This is an optimization exercise on Yosys and OpenROAD, whose aim is small area and a short achievable clock period, not a production implementation. Where RTL was checked, it was by simulation tests only, not by an equivalence proof against the original.

==> run D: inputs <==
// hsv2rgb_pipe
module hsv2rgb_pipe (
        input clk,
        input rst_n,
        input in_valid,
        input [7:0] h,
        input [7:0] s,
        input [7:0] v,
        output reg out_valid,
        output reg [7:0] r,
        output reg [7:0] g,
        output reg [7:0] b
    );
    reg vld0, vld1, vld2;
    reg [7:0] h0, s0, v0;
    wire [2:0] region = (h0 >= 8'd215) ? 3'd5 : (h0 >= 8'd172) ? 3'd4 :
                        (h0 >= 8'd129) ? 3'd3 : (h0 >= 8'd86) ? 3'd2 :
                        (h0 >= 8'd43) ? 3'd1 : 3'd0;
    wire [6:0] h3 = h0[6:0] + {h0[5:0], 1'b0};
    wire [6:0] k3 = h3 - {4'd0, region};
    wire even = ~region[0];
    wire [7:0] x_c = {k3 ^ {7{even}}, even};
    wire [2:0] sel_c = (s0 == 8'd0) ? 3'd7 : region;
    reg [2:0] sel1;
    reg [7:0] x1, s1, v1;
    wire [7:0] u_c, p_c;
    wire mu_pp01 = s1[0] & x1[1];
    wire mu_pp02 = s1[0] & x1[2];
    wire mu_pp03 = s1[0] & x1[3];
    wire mu_pp04 = s1[0] & x1[4];
    wire mu_pp05 = s1[0] & x1[5];
    wire mu_pp06 = s1[0] & x1[6];
    wire mu_pp07 = s1[0] & x1[7];
    wire mu_pp10 = s1[1] & x1[0];
    wire mu_pp11 = s1[1] & x1[1];
    wire mu_pp12 = s1[1] & x1[2];
    wire mu_pp13 = s1[1] & x1[3];
    wire mu_pp14 = s1[1] & x1[4];
    wire mu_pp15 = s1[1] & x1[5];
    wire mu_pp16 = s1[1] & x1[6];
    wire mu_pp17 = s1[1] & x1[7];
    wire mu_pp20 = s1[2] & x1[0];
    wire mu_pp21 = s1[2] & x1[1];
    wire mu_pp22 = s1[2] & x1[2];
    wire mu_pp23 = s1[2] & x1[3];
    wire mu_pp24 = s1[2] & x1[4];
    wire mu_pp25 = s1[2] & x1[5];
    wire mu_pp26 = s1[2] & x1[6];
    wire mu_pp27 = s1[2] & x1[7];
    wire mu_pp30 = s1[3] & x1[0];
    wire mu_pp31 = s1[3] & x1[1];
    wire mu_pp32 = s1[3] & x1[2];
    wire mu_pp33 = s1[3] & x1[3];
    wire mu_pp34 = s1[3] & x1[4];
    wire mu_pp35 = s1[3] & x1[5];
    wire mu_pp36 = s1[3] & x1[6];
    wire mu_pp37 = s1[3] & x1[7];
    wire mu_pp40 = s1[4] & x1[0];
    wire mu_pp41 = s1[4] & x1[1];
    wire mu_pp42 = s1[4] & x1[2];
    wire mu_pp43 = s1[4] & x1[3];
    wire mu_pp44 = s1[4] & x1[4];
    wire mu_pp45 = s1[4] & x1[5];
    wire mu_pp46 = s1[4] & x1[6];
    wire mu_pp47 = s1[4] & x1[7];
    wire mu_pp50 = s1[5] & x1[0];
    wire mu_pp51 = s1[5] & x1[1];
    wire mu_pp52 = s1[5] & x1[2];
    wire mu_pp53 = s1[5] & x1[3];
    wire mu_pp54 = s1[5] & x1[4];
    wire mu_pp55 = s1[5] & x1[5];
    wire mu_pp56 = s1[5] & x1[6];
  ...
export LEC_CHECK = 0
export CAP_MARGIN = 20
export CORE_MARGIN = 2
export CORE_UTILIZATION = 40
export CTS_BUF_LIST = sky130_fd_sc_hd__clkbuf_8
export SLEW_MARGIN = 20
export SYNTH_HIERARCHICAL = 1
export SYNTH_MINIMUM_KEEP_SIZE = 0
create_clock -name core_clock -period 15.0 [get_ports {clk}]
standard.sh (not shown) runs the stock make flow with config.mk's settings and CLKGATE_MAP_FILE= SYNTH_SCRIPT=/design/flow/synth_recipe.tcl, a recipe that flattens the netlist after the stock synthesis.
==> flow/flow/run.sh <==
#!/bin/bash
# The standard layout (standard.sh), with plain buffers on the ports
# instead of the delay buffers buffer_ports picks by default.
set -euo pipefail
export BUFFER_PORTS_ARGS="-buffer_cell sky130_fd_sc_hd__buf_1"
bash standard.sh SETUP_SLACK_MARGIN=10.7 finish > standard.log 2>&1
==> run F: changes against run D <==
==> flow/flow/run.sh (replaced) <==
#!/bin/bash
# The standard layout (standard.sh), with plain buffers on the ports
# instead of the delay buffers buffer_ports picks by default, and timing
# repair aiming for 11 ns of setup slack at the design's clock period.
set -euo pipefail
export BUFFER_PORTS_ARGS="-buffer_cell sky130_fd_sc_hd__buf_2"
bash standard.sh SETUP_SLACK_MARGIN=11 finish > standard.log 2>&1
Settings changed: CTS_BUF_LIST sky130_fd_sc_hd__clkbuf_8 to not set.
==> run K: changes against run D <==
--- a/flow/design.v
+++ b/flow/design.v
@@ -179,16 +179,20 @@
     wire mu_t79, mu_t80;
     hsv_fa mu_t79_fa (.a(mu_t56), .b(mu_t57), .c(mu_pp74), .s(mu_t79), .co(mu_t80));
     wire mu_t81, mu_t82;
     hsv_fa mu_t81_fa (.a(mu_t58), .b(mu_t59), .c(mu_pp75), .s(mu_t81), .co(mu_t82));
     wire mu_t83, mu_t84;
     hsv_fa mu_t83_fa (.a(mu_t60), .b(mu_pp67), .c(mu_pp76), .s(mu_t83), .co(mu_t84));
-    wire [15:0] mu_ra = {1'b0, mu_t84, mu_t82, mu_t80, mu_t78, mu_t76, mu_t74, mu_t72, mu_t70, mu_t68, mu_t66, mu_t64, mu_t62, mu_t61, mu_pp01, 1'b0};
-    wire [15:0] mu_rb = {1'b0, mu_pp77, mu_t83, mu_t81, mu_t79, mu_t77, mu_t75, mu_t73, mu_t71, mu_t69, mu_t67, mu_t65, mu_t63, mu_pp20, mu_pp10, 1'b0};
-    wire [15:0] mu_sum = mu_ra + mu_rb;
-    assign u_c = mu_sum[15:8];
+    wire mu_c2 = mu_pp01 & mu_pp10;
+    wire mu_c3 = (mu_t61 & mu_pp20) | (mu_c2 & (mu_t61 | mu_pp20));
+    wire mu_c4 = (mu_t62 & mu_t63) | (mu_c3 & (mu_t62 | mu_t63));
+    wire mu_c5 = (mu_t64 & mu_t65) | (mu_c4 & (mu_t64 | mu_t65));
+    wire [10:0] mu_ra = {1'b0, mu_t84, mu_t82, mu_t80, mu_t78, mu_t76, mu_t74, mu_t72, mu_t70, mu_t68, mu_t66};
+    wire [10:0] mu_rb = {1'b0, mu_pp77, mu_t83, mu_t81, mu_t79, mu_t77, mu_t75, mu_t73, mu_t71, mu_t69, mu_t67};
+    wire [10:0] mu_sum = mu_ra + mu_rb + {10'd0, mu_c5};
+    assign u_c = mu_sum[10:3];
     wire mp_pp01 = v1[0] & ~s1[1];
     wire mp_pp02 = v1[0] & ~s1[2];
     wire mp_pp03 = v1[0] & ~s1[3];
     wire mp_pp04 = v1[0] & ~s1[4];
     wire mp_pp05 = v1[0] & ~s1[5];
     wire mp_pp06 = v1[0] & ~s1[6];
@@ -330,16 +334,20 @@
     wire mp_t79, mp_t80;
     hsv_fa mp_t79_fa (.a(mp_t56), .b(mp_t57), .c(mp_pp74), .s(mp_t79), .co(mp_t80));
     wire mp_t81, mp_t82;
     hsv_fa mp_t81_fa (.a(mp_t58), .b(mp_t59), .c(mp_pp75), .s(mp_t81), .co(mp_t82));
     wire mp_t83, mp_t84;
     hsv_fa mp_t83_fa (.a(mp_t60), .b(mp_pp67), .c(mp_pp76), .s(mp_t83), .co(mp_t84));
-    wire [15:0] mp_ra = {1'b0, mp_t84, mp_t82, mp_t80, mp_t78, mp_t76, mp_t74, mp_t72, mp_t70, mp_t68, mp_t66, mp_t64, mp_t62, mp_t61, mp_pp01, 1'b0};
-    wire [15:0] mp_rb = {1'b0, mp_pp77, mp_t83, mp_t81, mp_t79, mp_t77, mp_t75, mp_t73, mp_t71, mp_t69, mp_t67, mp_t65, mp_t63, mp_pp20, mp_pp10, 1'b0};
-    wire [15:0] mp_sum = mp_ra + mp_rb;
-    assign p_c = mp_sum[15:8];
+    wire mp_c2 = mp_pp01 & mp_pp10;
+    wire mp_c3 = (mp_t61 & mp_pp20) | (mp_c2 & (mp_t61 | mp_pp20));
+    wire mp_c4 = (mp_t62 & mp_t63) | (mp_c3 & (mp_t62 | mp_t63));
+    wire mp_c5 = (mp_t64 & mp_t65) | (mp_c4 & (mp_t64 | mp_t65));
+    wire [10:0] mp_ra = {1'b0, mp_t84, mp_t82, mp_t80, mp_t78, mp_t76, mp_t74, mp_t72, mp_t70, mp_t68, mp_t66};
+    wire [10:0] mp_rb = {1'b0, mp_pp77, mp_t83, mp_t81, mp_t79, mp_t77, mp_t75, mp_t73, mp_t71, mp_t69, mp_t67};
+    wire [10:0] mp_sum = mp_ra + mp_rb + {10'd0, mp_c5};
+    assign p_c = mp_sum[10:3];
     reg [2:0] sel2;
     reg [7:0] nu2, p2, v2;
     wire [7:0] w_c;
     wire mw_pp01 = v2[0] & nu2[1];
     wire mw_pp02 = v2[0] & nu2[2];
     wire mw_pp03 = v2[0] & nu2[3];
@@ -484,16 +492,20 @@
     wire mw_t79, mw_t80;
     hsv_fa mw_t79_fa (.a(mw_t56), .b(mw_t57), .c(mw_pp74), .s(mw_t79), .co(mw_t80));
     wire mw_t81, mw_t82;
     hsv_fa mw_t81_fa (.a(mw_t58), .b(mw_t59), .c(mw_pp75), .s(mw_t81), .co(mw_t82));
     wire mw_t83, mw_t84;
     hsv_fa mw_t83_fa (.a(mw_t60), .b(mw_pp67), .c(mw_pp76), .s(mw_t83), .co(mw_t84));
-    wire [15:0] mw_ra = {1'b0, mw_t84, mw_t82, mw_t80, mw_t78, mw_t76, mw_t74, mw_t72, mw_t70, mw_t68, mw_t66, mw_t64, mw_t62, mw_t61, mw_pp01, 1'b0};
-    wire [15:0] mw_rb = {1'b0, mw_pp77, mw_t83, mw_t81, mw_t79, mw_t77, mw_t75, mw_t73, mw_t71, mw_t69, mw_t67, mw_t65, mw_t63, mw_pp20, mw_pp10, 1'b0};
-    wire [15:0] mw_sum = mw_ra + mw_rb;
-    assign w_c = mw_sum[15:8];
+    wire mw_c2 = mw_pp01 & mw_pp10;
+    wire mw_c3 = (mw_t61 & mw_pp20) | (mw_c2 & (mw_t61 | mw_pp20));
+    wire mw_c4 = (mw_t62 & mw_t63) | (mw_c3 & (mw_t62 | mw_t63));
+    wire mw_c5 = (mw_t64 & mw_t65) | (mw_c4 & (mw_t64 | mw_t65));
+    wire [10:0] mw_ra = {1'b0, mw_t84, mw_t82, mw_t80, mw_t78, mw_t76, mw_t74, mw_t72, mw_t70, mw_t68, mw_t66};
+    wire [10:0] mw_rb = {1'b0, mw_pp77, mw_t83, mw_t81, mw_t79, mw_t77, mw_t75, mw_t73, mw_t71, mw_t69, mw_t67};
+    wire [10:0] mw_sum = mw_ra + mw_rb + {10'd0, mw_c5};
+    assign w_c = mw_sum[10:3];
     reg [2:0] wsel;
     reg [2:0] vsel;
     always @* begin
         case (sel2)
             3'd0: begin wsel = 3'b010; vsel = 3'b100; end
             3'd1: begin wsel = 3'b100; vsel = 3'b010; end
==> flow/flow/run.sh (replaced) <==
#!/bin/bash
set -euo pipefail
export BUFFER_PORTS_ARGS="-buffer_cell sky130_fd_sc_hd__buf_1"
bash standard.sh SETUP_SLACK_MARGIN=10.7 finish > standard.log 2>&1
==> notes <==
Run F ran to the end with no violations. Run D finished clean. Run K went through all stages and came out clean. Synthesized area: run D is larger than run K (2.6%). Global-route usage: run F is higher than run K (0.53 points). Hold slack, highest first: run K, run D, run F. Between run D and run K, the lower die area is in run K (gap 2.5%, measured against run K).
==> figures <==
Outcome: run K complete, no violations; run F complete, no violations; run D complete, no violations
Non-clock buffer area fraction after layout: run K 2.88%; run F 4.49%; run D 2.20%
Register share of the cell area: run K 24.5%; run F 22.9%; run D 24.0%
Number of cells in the design after placement: run K 1054; run F 1078; run D 1077
Initial standard-cell utilization of the core: run K 40.4%; run F 40.9%; run D 40.9%
Number of cells on the worst reg-to-reg path: run K 12; run F 13; run D 12
First-pass GRT wire length: run K 27500 µm; run F 29000 µm; run D 28500 µm
Final design utilization: run K 44.4%; run F 47.8%; run D 44.6%
Share of the final layout cell area in multi-input gates: run K 65.5%; run F 65.1%; run D 66.7%
For run K, only the layout was checked, not whether the RTL still works.

separate check: timing with driven ports:
In the flow no input, the clock included, has a driving cell. The finished layouts below were timed again as built, in two steps.
Step 1: set_driving_cell puts a clkbuf_16 on clk and a buf_2 on each other input, an assumption about the parent block.
Step 2 times the ports against the registers' clock, not the clock port: input delays grow and output delays shrink by t, the midpoint of the rising clock arrivals with the driver on.
a / b / c = ideal ports / drivers / drivers and shift; a / b = the first two.
| run | t (ns) | setup WS [ns] | slew at the worst register clock pin (ns) | worst slew at a driven data input, ns |
|---|---|---|---|---|
| run D | 0.409 | 10.859 / 10.859 / 10.859 | 0.11 / 0.11 | 0.03 |
| run F | 0.389 | 11.010 / 11.010 / 11.010 | 0.07 / 0.07 | 0.03 |
| run K | 0.413 | 10.791 / 10.791 / 10.791 | 0.11 / 0.11 | 0.03 |
After both steps setup and hold are still met in every run listed.
